Context: an optimization exercise on an open-source flow, tuned for small area and a short achievable clock period. The choices shown serve that exercise and are no tape-out recipe. RTL that was checked went through simulation tests only; none was proved equivalent to the original. No activity file was given, so power comes from the tool's default toggle rates.

## v38
Design mac, start of the top module:
module mac #(
    parameter DATA_WIDTH = 16,
              OUT_WIDTH = 32
)(
    input clk,
    input rst,
    input clr,
    input [DATA_WIDTH - 1: 0] a,
    input [DATA_WIDTH - 1: 0] b,
    output reg [OUT_WIDTH-1: 0] out
);
make LEC_CHECK=0 ABC_AREA=1 CAP_MARGIN=20 CORE_MARGIN=2 CORE_UTILIZATION=40 SLEW_MARGIN=20 finish   # period 12.0 ns
run.sh (not shown) runs the stock make flow with config.mk's settings and CLKGATE_MAP_FILE= SYNTH_SCRIPT=/design/flow/synth_recipe.tcl, a recipe that flattens the netlist after the stock synthesis.
The following lists how v54 was set up differently from v38:
Settings: clearing ABC_AREA, which used to be 1; putting ABC_CLOCK_PERIOD_IN_PS at 3500 where nothing was set.
Notes after the runs:
Changes observed in v54 relative to v38: number of global-route vias before repair now smaller, design area -7.9%, synthesized area decreased about 8%, fraction of layout instances using a drive strength above 1 rose 3.3 points. Measured against each other, v54 and v38 differ in synthesized cell count, the lower figure coming from v54. Higher sum of buffers and inverters on the critical path among v54 and v38: v38. Taking v38 as the reference, in v54 number of distinct library cells after synthesis moved up, final core utilization moved down, multi-input gate share of the layout cell area moved up. Global-route wire length before repair delta for v54 relative to v38: 7.6% lower.
--- input diff v54..v7 ---
Settings: ABC_CLOCK_PERIOD_IN_PS removed (was 3500).
## What came out
- v7: done, clean on timing, DRC and antenna
- Diff v7..v54 | number of buffers inserted by port buffering | unchanged
- Reported for v54 and v7, global-route track usage on met2 turned out identical to the last digit.
- Between v7 and v54, the total routed wirelength does not differ in any meaningful way.
- v7 against v54: count of vias placed by the detailed router essentially unchanged, switching power essentially unchanged, global-route usage essentially unchanged.
- Combinational power across v54 and v7: no real change.
- Changes observed in v7 relative to v54: count of plain and timing-repair buffers roughly the same, final design area excluding fillers roughly the same, number of flip-flops and latches roughly the same.
Function was not checked in any run of this note: the RTL went through the layout flow alone.

* * *

== v8 ==
The RTL this note starts from:
==> flow/design.v <==
module p #(parameter DATA_WIDTH = 16, OUT_WIDTH = 32)
(
    input [DATA_WIDTH-1:0] a,
    input [DATA_WIDTH-1:0] b,
    output [OUT_WIDTH-1:0] c,
    output reg done,
    input clk,
    input rst
);
    localparam K = DATA_WIDTH;
    reg [K-1:0] areg;    
    reg [K-1:0] hi;      
    reg [K-1:0] lo;      
    reg one, two, neg;   
    reg [2:0] cnt;
    assign c = {hi, lo};
    wire one_n = rst ? b[0] : lo[1] ^ lo[2];
    wire two_n = rst ? b[1] & ~b[0] :
                 (lo[3] & ~lo[2] & ~lo[1]) | (~lo[3] & lo[2] & lo[1]);
    wire neg_n = rst ? b[1] : lo[3];
    wire [K:0] m = one ? {areg[K-1], areg} : two ? {areg, 1'b0} : {(K+1){1'b0}};
    wire [K:0] pp = m ^ {(K+1){neg}};
    wire [K+1:0] sum;
    pfx_add #(.W(K+2)) stepadd (.x({{2{hi[K-1]}}, hi}), .y({pp[K], pp}), .ci(neg), .s(sum));
    always @(posedge clk) begin
        areg <= a;
        one <= one_n;
        two <= two_n;
        neg <= neg_n;
        if (rst) begin
            hi <= 0;
            lo <= b;
            cnt <= 3'd0;
            done <= 1'b0;
        end else if (!done) begin
            hi <= sum[K+1:2];
            lo <= {sum[1:0], lo[K-1:2]};
            cnt <= cnt + 3'd1;
            done <= (cnt == 3'd7);
        end
    end
endmodule
`timescale 1ns / 1ps
module mac #(
    parameter DATA_WIDTH = 16,
              OUT_WIDTH = 32
)(
    input clk,
    input rst,
    input clr,
    input [DATA_WIDTH - 1: 0] a,
    input [DATA_WIDTH - 1: 0] b,
    output reg [OUT_WIDTH-1: 0] out
);
    wire ready;
    wire [OUT_WIDTH-1:0] pro;
    wire [OUT_WIDTH-1:0] acc;
    p #(.DATA_WIDTH(DATA_WIDTH), .OUT_WIDTH(OUT_WIDTH)) product (
        .a(a), .b(b), .c(pro), .done(ready), .clk(clk), .rst(rst)
    );
    pfx_add #(.W(OUT_WIDTH)) accadd (.x(out), .y(pro), .ci(1'b0), .s(acc));
    always @(posedge clk) begin
        if (clr)
            out <= 0;
        else if (ready && !rst)
            out <= acc;
    end
endmodule
module pfx_add #(parameter W = 32, KIND = 1) (
    input [W-1:0] x,
    input [W-1:0] y,
    input ci,
    output [W-1:0] s
);
    localparam L = (W <= 2) ? 1 : (W <= 4) ? 2 : (W <= 8) ? 3 : (W <= 16) ? 4 : (W <= 32) ? 5 : 6;
    wire [W-1:0] p0 = x ^ y;
    wire [W-1:0] g0 = {x[W-1:1] & y[W-1:1], (x[0] & y[0]) | (p0[0] & ci)};
    reg [W-1:0] g, pg;
    integer l, i, j;
    always @* begin
        g = g0;
        pg = p0;
        if (KIND == 0) begin
            for (l = 0; l < L; l = l + 1)
                for (i = 0; i < W; i = i + 1)
                    if ((i >> l) & 1) begin
                        j = ((i >> l) << l) - 1;
                        g[i] = g[i] | (pg[i] & g[j]);
                        pg[i] = pg[i] & pg[j];
                    end
        end else begin
            for (l = 0; l < L; l = l + 1)
                for (i = 0; i < W; i = i + 1)
                    if (((i + 1) % (2 << l)) == 0) begin
                        g[i] = g[i] | (pg[i] & g[i - (1 << l)]);
                        pg[i] = pg[i] & pg[i - (1 << l)];
                    end
            for (l = L - 2; l >= 0; l = l - 1)
                for (i = 0; i < W; i = i + 1)
                    if (((i + 1) % (2 << l)) == (1 << l) && i >= (2 << l)) begin
                        g[i] = g[i] | (pg[i] & g[i - (1 << l)]);
                        pg[i] = pg[i] & pg[i - (1 << l)];
                    end
        end
    end
    assign s = p0 ^ {g[W-2:0], ci};
endmodule
export LEC_CHECK = 0
export ABC_AREA = 1
export CAP_MARGIN = 20
export CORE_MARGIN = 2
export CORE_UTILIZATION = 40
export SLEW_MARGIN = 20
create_clock -name core_clock -period 12.0 [get_ports {clk}]
standard.sh (not shown) runs the stock make flow with config.mk's settings and CLKGATE_MAP_FILE= SYNTH_SCRIPT=/design/flow/synth_recipe.tcl, a recipe that flattens the netlist after the stock synthesis.
==> flow/flow/run.sh <==
#!/bin/bash
# Standard ORFS layout (the standard.sh), with port buffers of a plain buffer
# cell and setup repair aiming further below the clock period. Make's full output
# goes to flow_make.log; ORFS keeps each tool's log under orfs/logs.
set -euo pipefail
bash standard.sh \
  "BUFFER_PORTS_ARGS=-buffer_cell sky130_fd_sc_hd__buf_1" \
  SETUP_SLACK_MARGIN=8.6 "CTS_ARGS=-repair_clock_nets -dont_use_dummy_load -buf_list {sky130_fd_sc_hd__clkbuf_8 sky130_fd_sc_hd__clkbuf_16}" \
  finish > flow_make.log 2>&1
Input changes introduced in v50 (baseline for comparison: v8):
Settings: CTS_CLUSTER_SIZE: unset -> 40; CTS_BUF_LIST: unset -> sky130_fd_sc_hd__clkbuf_4 sky130_fd_sc_hd__clkbuf_8.
diff --git a/flow/flow/run.sh b/flow/flow/run.sh
--- a/flow/flow/run.sh
+++ b/flow/flow/run.sh
@@ -8 +8 @@
-  SETUP_SLACK_MARGIN=8.6 "CTS_ARGS=-repair_clock_nets -dont_use_dummy_load -buf_list {sky130_fd_sc_hd__clkbuf_8 sky130_fd_sc_hd__clkbuf_16}" \
+  SETUP_SLACK_MARGIN=8.6 RECOVER_POWER=100 \
### Flow results
Compared v50 against v8; clock skew within noise.
Summary: with v8 as the reference, non-clock buffer total of the final layout in v50 moved down by a few percent.
Higher first-pass GRT wire length goes to v8 over v50.
v50: all stages done; final checks FAILED (capacitance limit, slew limit).
Changes in v22 relative to v50:
diff --git a/flow/flow/run.sh b/flow/flow/run.sh
--- a/flow/flow/run.sh
+++ b/flow/flow/run.sh
@@ -8 +8 @@
-  SETUP_SLACK_MARGIN=8.6 RECOVER_POWER=100 \
+  SETUP_SLACK_MARGIN=8.8 \
Relative to v50, the buffering stage count on the worst path with inverters included of v22 is lower by 2.
met3 routed wirelength in v22 is 110 um higher than in v50
v50 had finished all stages when the layout checks came back failing, citing capacitance limit, slew limit.
v22: flow completed, timing, DRC and antenna clean
Diff v50 -> v22: setup slack after layout rose 1940 ps; deepest level of the CTS H-tree closely matched the old numbers; post-route minimum period went down 1940 ps; global routing met1 resource utilization up 0.27 points; global router's overall resource usage rose 0.93 points.
Compared with v50, the detailed router inserted more vias in v22.
Compared with v50, v22 shows worst-case hold slack higher by 5.5 ps.
Between v22 and v50, the number of cells produced by synthesis figures differ only marginally.
Here is what was changed in the inputs of v30 compared with v22.
diff --git a/flow/flow/run.sh b/flow/flow/run.sh
--- a/flow/flow/run.sh
+++ b/flow/flow/run.sh
@@ -8 +8 @@
-  SETUP_SLACK_MARGIN=8.8 \
+  SETUP_SLACK_MARGIN=8.6 \
## What came out
v30 reached the final stage; the timing, design-rule and antenna checks on its layout passed.
v30 ends up with a combinational group share of total power that is 1.9 points lower than in v22.
[diff] routed via count, v30 relative to v22: improvement
When v30 is set beside v22, its non-clock inverter total of the final layout turns out to be about 1.2% smaller.
Register-to-register slack (higher): v22
Compared to v22, v30 has portion of total power attributed to the clock network 0.9 points higher.
On layout overhead on the synthesized area: v30 sits below v22.
When v30 is measured against v22, its post-cts sizing count turns out 107 lower.
Edits applied to the flow inputs when going from v30 to v53:
diff --git a/flow/flow/run.sh b/flow/flow/run.sh
--- a/flow/flow/run.sh
+++ b/flow/flow/run.sh
@@ -8 +8 @@
-  SETUP_SLACK_MARGIN=8.6 \
+  SETUP_SLACK_MARGIN=8.5 \
==> comparison <==
- v30 -> v53: final sequential cell count flat
- v53: worst path arrival time 2780 ps above v30
- For the top fanout value on the critical path, v53 came in 33 higher than v30 did.
- Where setup slack is concerned, v30 is better than v53.
- Via count came out higher on v53 than on v30.
- From v30 to v53 the numbers moved as follows: met3 usage in global routing went up, sum of routed wire length over all layers went up.
- Average wire per cell in the routed design, v53 vs v30: up by a few percent
- Going from v30 to v53, non-clock buffer count climbed 4; shortest period the worst path allows climbed 75 ps.
- Looking at design internal power across both flows, v53 is the stronger of the two, with v30 trailing.
What v14 does differently from v53 at the input level:
Settings: CTS_CLUSTER_SIZE now 80, was 40; CTS_CLUSTER_DIAMETER now 100, previously not set.
diff --git a/flow/flow/run.sh b/flow/flow/run.sh
--- a/flow/flow/run.sh
+++ b/flow/flow/run.sh
@@ -8 +8 @@
-  SETUP_SLACK_MARGIN=8.5 \
+  SETUP_SLACK_MARGIN=8.6 \
The non-clock buffer count reported for v14 is smaller than that of v53 by 4.
As far as combinational power is concerned, v53 and v14 perform about the same.
The run showing the smaller critical path depth is v14.
Final cell count without fillers: v14 vs v53 down 0.72%
Comparing v53 with v14, the sequential share of layout area came out essentially unchanged.

* * *

## yarrow
// mac: RTL as listed in full above, without the edits since
clock: 12.0 ns
lec_check: 0
abc_area: 1
cap_margin: 20
core_margin: 2
core_utilization: 40
cts_buf_list: sky130_fd_sc_hd__clkbuf_8 sky130_fd_sc_hd__clkbuf_16
cts_cluster_diameter: 80
cts_cluster_size: 60
slew_margin: 20
==> flow/flow/run.sh <==
#!/bin/bash
# Standard ORFS layout (the standard.sh), with port buffers of a plain buffer
# cell and setup repair aiming further below the clock period. Make's full output
# goes to flow_make.log; ORFS keeps each tool's log under orfs/logs.
set -euo pipefail
bash standard.sh \
  "BUFFER_PORTS_ARGS=-buffer_cell sky130_fd_sc_hd__buf_1" \
  SETUP_SLACK_MARGIN=8.6 \
  finish > flow_make.log 2>&1
No stage failed in yarrow, and the final checks on the layout all came back clean.
Here is what was changed in the inputs of amber compared with yarrow.
- clearing CTS_BUF_LIST, which used to be sky130_fd_sc_hd__clkbuf_8 sky130_fd_sc_hd__clkbuf_16
- clearing CTS_CLUSTER_SIZE, which used to be 60
- clearing CTS_CLUSTER_DIAMETER, which used to be 80
-- flow/flow/run.sh --
<<< yarrow, line 7
  "BUFFER_PORTS_ARGS=-buffer_cell sky130_fd_sc_hd__buf_1" \
  SETUP_SLACK_MARGIN=8.6 \
  finish > flow_make.log 2>&1
>>> amber, line 7
  "BUFFER_PORTS_ARGS=-buffer_cell sky130_fd_sc_hd__buf_1" \
  SETUP_SLACK_MARGIN=8.6 "CTS_ARGS=-sink_clustering_enable -repair_clock_nets -dont_use_dummy_load -sink_clustering_size 40 -buf_list {sky130_fd_sc_hd__clkbuf_4 sky130_fd_sc_hd__clkbuf_8}" \
  finish > flow_make.log 2>&1
## What came out
Clock-cell share of area ended up 2.6 points lower on amber than on yarrow. When amber is set beside yarrow, its static power due to leakage turns out to be 3.2% smaller. Re count of final setup violators: no difference whatsoever between amber and yarrow. Cmp amber and yarrow / overall track demand over capacity in global routing / higher: yarrow. amber: cell count 7 below yarrow. Between amber and yarrow, the wire length is higher for yarrow. In amber the clock latency of the later-clocked register in the worst-skew pair turned out 0.02 ns higher than in yarrow. Looking only at post-layout worst setup margin, and setting everything else aside, the lower value of amber and yarrow goes to amber.
Changes in lagoon relative to amber:
- putting PLACE_DENSITY at 0.7 where nothing was set
Results
lagoon and amber ended up with nearly the same clock-net power. | ratio of final minimum period to clock period | amber vs lagoon | ≈ equal |. amber has lower wire length on met2 than lagoon. Compare lagoon and amber | wire length higher: lagoon. lagoon gives less multi-input gate share of the layout cell area than amber did. Vias: lagoon above amber. Summary of lagoon over amber: area fraction of clock buffers and clock inverters barely changed, mean post-synth cell area barely changed, total clock sinks barely changed, total of fill cells in the finished design dropped 0.80%.

* * *

== wip/violet ==
Starts from the design.v that is shown in full above.
clock: 12.0 ns
lec_check: 0
abc_area: 1
cap_margin: 0
core_margin: 2
core_utilization: 40
cts_buf_list: sky130_fd_sc_hd__clkbuf_4 sky130_fd_sc_hd__clkbuf_8
cts_cluster_size: 40
slew_margin: 0
==> flow/flow/run.sh <==
#!/bin/bash
# Standard ORFS layout (the standard.sh), with port buffers of a plain buffer
# cell and setup repair aiming further below the clock period. Make's full output
# goes to flow_make.log; ORFS keeps each tool's log under orfs/logs.
set -euo pipefail
bash standard.sh \
  "BUFFER_PORTS_ARGS=-buffer_cell sky130_fd_sc_hd__buf_1" \
  SETUP_SLACK_MARGIN=8.6  \
  finish > flow_make.log 2>&1
wip/violet | status: complete | timing, DRC, antenna: pass
The following lists how wip/quartz was set up differently from wip/violet:
- CTS_BUF_LIST: sky130_fd_sc_hd__clkbuf_4 sky130_fd_sc_hd__clkbuf_8 -> unset
- CTS_CLUSTER_SIZE: 40 -> unset
- SLEW_MARGIN: 0 -> 20
- CAP_MARGIN: 0 -> 20
--- a/flow/flow/run.sh
+++ b/flow/flow/run.sh
@@ -8 +8 @@
-  SETUP_SLACK_MARGIN=8.6  \
+  SETUP_SLACK_MARGIN=8.65 "CTS_ARGS=-sink_clustering_enable -repair_clock_nets -dont_use_dummy_load -sink_clustering_size 40 -buf_list {sky130_fd_sc_hd__clkbuf_4 sky130_fd_sc_hd__clkbuf_8}" \
### Flow results
Taking wip/violet as the reference, in wip/quartz multi-input combinational area share roughly the same, sequential share of layout area now sits higher, worst setup slack went up 0.034 ns, flip-flop and latch count now sits at about the same level. Taking wip/violet as the reference, in wip/quartz leakage dissipation increased by 1.5% relative to the old numbers; global-route usage increased by 0.22 points relative to the old numbers; clock tree buffer count of the final layout decreased by 5 relative to the old numbers.
Inputs modified between wip/quartz and wip/harbor:
- CTS_CLUSTER_SIZE: unset -> 40
- PLACE_DENSITY: unset -> 0.8
- CTS_BUF_LIST: unset -> sky130_fd_sc_hd__clkbuf_4 sky130_fd_sc_hd__clkbuf_8
--- a/flow/flow/run.sh
+++ b/flow/flow/run.sh
@@ -8 +8 @@
-  SETUP_SLACK_MARGIN=8.65 "CTS_ARGS=-sink_clustering_enable -repair_clock_nets -dont_use_dummy_load -sink_clustering_size 40 -buf_list {sky130_fd_sc_hd__clkbuf_4 sky130_fd_sc_hd__clkbuf_8}" \
+  SETUP_SLACK_MARGIN=8.6 \
Findings:
wip/harbor against wip/quartz: share of cell area taken by flip-flops and latches went down 0.43 points, utilization held steady, total power went up by 5.5%, register cell area after layout went down about 1%, post-route met1 wirelength shrank by about 7%.
| global-route usage | wip/quartz vs wip/harbor | ≈ equal |
Cell count (lower): wip/quartz
Relative to wip/quartz, the relative area change from synthesis to final layout of wip/harbor is higher by 0.27 points.
Modified inputs, wip/indigo compared to wip/harbor
- clearing PLACE_DENSITY, which used to be 0.8
- clearing CTS_BUF_LIST, which used to be sky130_fd_sc_hd__clkbuf_4 sky130_fd_sc_hd__clkbuf_8
- clearing CTS_CLUSTER_SIZE, which used to be 40
--- a/flow/flow/run.sh
+++ b/flow/flow/run.sh
@@ -8 +8 @@
-  SETUP_SLACK_MARGIN=8.6 \
+  SETUP_SLACK_MARGIN=8.6 "CTS_ARGS=-sink_clustering_enable -repair_clock_nets -dont_use_dummy_load -sink_clustering_size 20 -buf_list {sky130_fd_sc_hd__clkbuf_4 sky130_fd_sc_hd__clkbuf_8}" \
### Flow results
- Logic depth of the worst setup path including buffers: wip/indigo vs wip/harbor identical
- ~same layout filler cell count in wip/harbor and wip/indigo
- There was hardly any difference in worst setup slack between wip/harbor and wip/indigo.
The inputs of wip/sierra differ from those of wip/indigo as listed below.
--- a/flow/flow/run.sh
+++ b/flow/flow/run.sh
@@ -8 +8 @@
-  SETUP_SLACK_MARGIN=8.6 "CTS_ARGS=-sink_clustering_enable -repair_clock_nets -dont_use_dummy_load -sink_clustering_size 20 -buf_list {sky130_fd_sc_hd__clkbuf_4 sky130_fd_sc_hd__clkbuf_8}" \
+  SETUP_SLACK_MARGIN=8.6 "CTS_ARGS=-sink_clustering_enable -repair_clock_nets -dont_use_dummy_load -sink_clustering_size 30 -sink_clustering_max_diameter 200 -buf_list {sky130_fd_sc_hd__clkbuf_8 sky130_fd_sc_hd__clkbuf_16}" \
Results
- wip/sierra: combinational power about 1% above wip/indigo
- wip/sierra ends up with lower global-route track usage on met1 than wip/indigo does.
- The maximum vdd drop of wip/sierra was inferior to that of wip/indigo.
- Total vias in the final route of wip/sierra exceeds that of wip/indigo slightly.
- Route | wip/sierra vs wip/indigo | wire longer in wip/sierra
- Going from wip/indigo to wip/sierra, fraction of cell area in non-clock buffers +0.36 points; sum of internal, switching and leakage power now sits higher; clock power share increased by 6.5 points relative to the old numbers; global routing usage on met2 higher.
- Highest achievable clock rate: wip/sierra higher than wip/indigo
- Sequential portion of the cell area, wip/indigo and wip/sierra: lower on wip/sierra
For wip/ember, these inputs were changed with respect to wip/sierra:
--- a/flow/flow/run.sh
+++ b/flow/flow/run.sh
@@ -8 +8 @@
-  SETUP_SLACK_MARGIN=8.6 "CTS_ARGS=-sink_clustering_enable -repair_clock_nets -dont_use_dummy_load -sink_clustering_size 30 -sink_clustering_max_diameter 200 -buf_list {sky130_fd_sc_hd__clkbuf_8 sky130_fd_sc_hd__clkbuf_16}" \
+  SETUP_SLACK_MARGIN=8.7 "CTS_ARGS=-sink_clustering_enable -repair_clock_nets -dont_use_dummy_load -sink_clustering_size 40 -buf_list {sky130_fd_sc_hd__clkbuf_4 sky130_fd_sc_hd__clkbuf_8}" \
[summary]
From wip/sierra to wip/ember the numbers moved as follows: layout overhead on the synthesized area went up by 1.4 points, setup slack +0.061 ns, routed wire length on met2 lower, area of the mapped netlist about even.
Final-layout fill cell count: wip/ember > wip/sierra
wip/ember ended up with dfxtp_4 as its worst-path cell with the longest stage delay; wip/sierra ended up with dfxtp_1.

[re-timing with driven ports]
How much do the figures lean on ideal ports? The routed layouts below were timed once more, with nothing changed but the port constraints.
Step 1 sets driving cells, clkbuf_16 on the clock port and buf_2 on the other inputs (assumed; they add their load-dependent delay and slew).
Step 2 moves the port delays by t, midway between the first and last clock arrival at a register: inputs arrive t later, outputs are due t later. That takes back most of the time a late clock gives input paths.
Three values: ideal ports, drivers, drivers and shift; two values: the first two.
run | t (ns) | setup WS [ns] | worst hold slack (ns) | latest minus earliest clock arrival (ns)
v38 | 0.393 | 7.681 / 7.703 / 7.311 | 0.481 / 0.481 / 0.481 | 0.009 / 0.009
v54 | 0.390 | 7.631 / 7.643 / 7.253 | 0.474 / 0.474 / 0.474 | 0.007 / 0.007
v7 | 0.390 | 7.631 / 7.643 / 7.253 | 0.474 / 0.474 / 0.474 | 0.007 / 0.007
v8 | 0.365 | 8.675 / 8.639 / 8.358 | 0.473 / 0.473 / 0.473 | 0.016 / 0.016
v50 | 0.388 | 6.795 / 6.805 / 6.418 | 0.477 / 0.477 / 0.477 | 0.022 / 0.023
v22 | 0.403 | 8.739 / 8.704 / 8.411 | 0.482 / 0.482 / 0.482 | 0.012 / 0.012
v30 | 0.387 | 8.660 / 8.628 / 8.335 | 0.476 / 0.476 / 0.476 | 0.022 / 0.022
v53 | 0.404 | 8.585 / 8.573 / 8.192 | 0.479 / 0.479 / 0.479 | 0.013 / 0.013
v14 | 0.387 | 8.660 / 8.628 / 8.335 | 0.476 / 0.476 / 0.476 | 0.022 / 0.022
yarrow | 0.368 | 8.671 / 8.636 / 8.348 | 0.474 / 0.474 / 0.474 | 0.013 / 0.013
amber | 0.383 | 8.656 / 8.623 / 8.358 | 0.476 / 0.476 / 0.476 | 0.024 / 0.024
lagoon | 0.392 | 8.654 / 8.621 / 8.344 | 0.468 / 0.468 / 0.468 | 0.026 / 0.026
wip/violet | 0.387 | 8.660 / 8.628 / 8.335 | 0.476 / 0.476 / 0.476 | 0.022 / 0.022
wip/quartz | 0.398 | 8.694 / 8.661 / 8.384 | 0.471 / 0.471 / 0.471 | 0.015 / 0.016
wip/harbor | 0.408 | 8.658 / 8.623 / 8.362 | 0.471 / 0.471 / 0.471 | 0.014 / 0.014
wip/indigo | 0.383 | 8.656 / 8.623 / 8.358 | 0.476 / 0.476 / 0.476 | 0.024 / 0.024
wip/sierra | 0.365 | 8.675 / 8.639 / 8.358 | 0.473 / 0.473 / 0.473 | 0.016 / 0.016
wip/ember | 0.395 | 8.736 / 8.703 / 8.421 | 0.479 / 0.479 / 0.479 | 0.020 / 0.020
For v53, which loses most, drivers alone change the setup slack by -0.012 ns; drivers and shift together by -0.393 ns.
